This design comes from an exercise in tuning for small area on the open sky130 flow, not from production work.
In this exercise RTL edits were held to simulation tests only and were not proved equivalent to the original.
Power and IR drop assume default switching activity.

== lane 1 ==
==> flow/design.v <==
module servo_motor (
    input wire clk,
    input wire rst,
    input wire [7:0] duty_cycle,
    output reg servo_control
);
    reg [6:0]  clo;    
    reg [5:0]  r;      
    reg [11:0] g;      
    reg [7:0]  a;      
    wire step = (clo[6] & clo[5] & clo[1] & clo[0]);            
    wire wrap = g[11] & g[10] & ~g[9] & g[8] & g[6] & g[4] & g[3] & g[2] & g[0];  
    wire first = g[11] & g[10] & g[9] & ~g[8];                  
    wire rlast = r[5] & r[4] & r[0];                             
    wire ginc = step & (r == 6'd4 || r == 6'd10 || r == 6'd15 || r == 6'd21 || r == 6'd26 ||
                        r == 6'd32 || r == 6'd37 || r == 6'd43 || r == 6'd49);
    wire neg  = g[11] & g[10] & g[9] & g[8];                     
    wire mid  = (g[11:8] == 4'd0);                               
    always @(posedge clk or posedge rst) begin
        if (rst) begin
            clo <= 0;
            r <= 0;
            g <= 12'hE4D;
            servo_control <= 0;
        end else begin
            clo <= step ? 7'd0 : clo + {6'd0, ~wrap};
            if (step) r <= rlast ? 6'd0 : r + 6'd1;
            g <= (wrap | first) ? 12'hF4D : g + {11'd0, ginc};
            servo_control <= neg | (mid & (a >= g[7:0]));
        end
    end
    always @(posedge clk) a <= duty_cycle;
endmodule
module ultrasonic_sensor(
    input clk,
    input rst,
    output reg trig,
    input echo,
    output reg [15:0] distance
    );
    reg [19:0] t;
    reg [14:0] q;
    reg [5:0]  e;
    reg        m;      
    wire tz = (t[18:0] == 19'd0);
    wire tset = tz & ~t[19];                                        
    wire tclr = t[16] & t[15] & t[10] & t[7] & t[6] & t[2];         
    wire elast = e[4] & e[3] & e[2] & e[1] & e[0];                 
    wire ewrap = q[14] & q[10] & q[9] & q[7] & q[4] & q[3] & q[2] & q[1]
               & e[3] & e[2] & e[1] & e[0];                         
    always @(posedge clk or posedge rst) begin
        if (rst) begin
            t <= 0;
            trig <= 0;
            m <= 0;
            distance <= 0;
        end else begin
            t <= {t[18:0], t[19] ^ t[16] ^ tz};
            trig <= tset | (trig & ~tclr);
            m <= echo;
            if (~echo & m) distance <= {1'b0, q};
        end
    end
    always @(posedge clk) begin
        if (~m) begin
            q <= 0;
            e <= 6'd1;                                              
        end else if (ewrap) begin
            q <= 0;
            e <= 0;
        end else if (elast) begin
            q <= q + 15'd1;
            e <= 0;
        end else
            e <= {e[4:0], ~(e[5] ^ e[0])};
    end
endmodule
module radar_system(
    input wire clk,              
    input wire rst,              
    output wire pwm,             
    output wire trig,            
    input wire echo,             
    input wire [7:0] angle,      
    output wire [15:0] distance  
);
    servo_motor servo_inst(
        .clk(clk),
        .rst(rst),
        .duty_cycle(angle),
        .servo_control(pwm)
    );
    ultrasonic_sensor sensor_inst(
        .clk(clk),
        .rst(rst),
        .trig(trig),
        .echo(echo),
        .distance(distance)
    );
endmodule
export LEC_CHECK = 0
export CAP_MARGIN = 20
export CORE_MARGIN = 2
export CORE_UTILIZATION = 40
export SLEW_MARGIN = 20
create_clock -name core_clock -period 25.0 [get_ports {clk}]
standard.sh (not shown) runs the stock make flow with config.mk's settings and CLKGATE_MAP_FILE= SYNTH_SCRIPT=/design/flow/synth_recipe.tcl, a recipe that flattens the netlist after the stock synthesis.
==> flow/flow/run.sh <==
#!/bin/bash
# The standard layout (standard.sh, unchanged synthesis), with two changes:
# each port gets a buf_1 as its port buffer, and clock tree synthesis adds no dummy loads.
set -euo pipefail
export BUFFER_PORTS_ARGS="-buffer_cell sky130_fd_sc_hd__buf_1"
export CTS_ARGS="-sink_clustering_enable -repair_clock_nets -dont_use_dummy_load"
bash standard.sh > standard_make.log 2>&1
The flow did not stop early for lane 1: all stages ran, and the layout cleared the timing, design-rule and antenna checks.
Setup changes, lane 1 to lane 2
==> flow/flow/run.sh <==
#!/bin/bash
# The standard layout (standard.sh) with three changes:
#  - synthesis is synth_recipe.tcl unchanged, but abc uses flow/area.abc (area-oriented mapping);
#  - each port gets a buf_1 as its port buffer;
#  - clock tree synthesis adds no dummy loads.
set -euo pipefail
W=$PWD
export AREA_ABC_SCRIPT=$W/flow/area.abc
export FLOW_SYNTH_TCL=$W/synth_recipe.tcl
export BUFFER_PORTS_ARGS="-buffer_cell sky130_fd_sc_hd__buf_1"
export CTS_ARGS="-sink_clustering_enable -repair_clock_nets -dont_use_dummy_load"
sed "s#SYNTH_SCRIPT=[^ ]*#SYNTH_SCRIPT=$W/flow/synth.tcl#" standard.sh > standard_area.sh
grep -q "SYNTH_SCRIPT=$W/flow/synth.tcl" standard_area.sh
bash standard_area.sh > standard_make.log 2>&1
==> flow/flow/area.abc (new file) <==
strash
&get -n
&deepsyn -T 30
&put
dch -f
amap
strash
dch -f
amap
topo
stime -c
==> flow/flow/synth.tcl (new file) <==
# The standard synthesis (synth_recipe.tcl, sourced unchanged), except that abc maps the
# logic with flow/area.abc, an area-oriented script, instead of ORFS's speed script.
proc abc {args} {
  set i [lsearch $args -script]
  if {$i >= 0} { lset args [expr {$i + 1}] $::env(AREA_ABC_SCRIPT) }
  yosys abc {*}$args
}
source $::env(FLOW_SYNTH_TCL)
On switching power: between lane 2 and lane 1, it ends up higher for lane 1. Non-clock buffer count went up by a few percent going from lane 1 to lane 2. | core footprint | lower: lane 2 |. Lower fraction of cell area in non-clock buffers was reported by lane 1, not lane 2.

-- what the ideal ports hide --
The flow's constraints put no driver on any port. The routed layouts listed below were extracted and timed again, unchanged, in two steps. Step 1 sets driving cells, clkbuf_16 on the clock port and buf_2 on the other inputs (assumed; they add their load-dependent delay and slew). Step 2 also shifts input and output timing later by t, the mid clock arrival at the registers, as if the neighbouring blocks saw the same clock. Slacks: ideal / step 1 / step 2; pairs: ideal / step 1.
run | t (ns) | setup WS [ns] | worst setup path at the end | clock arrival spread, ns | worst slew at a driven data input, ns
lane 1 | 0.369 | 19.119 / 19.090 / 19.072 | input to register | 0.029 / 0.029 | 0.03
lane 2 | 0.369 | 18.594 / 18.603 / 18.234 | input to register | 0.020 / 0.021 | 0.03
After both steps setup and hold are still met in every run listed. The setup slack of lane 2, which loses most, moves by +0.009 ns with the drivers and by -0.360 ns with both steps.
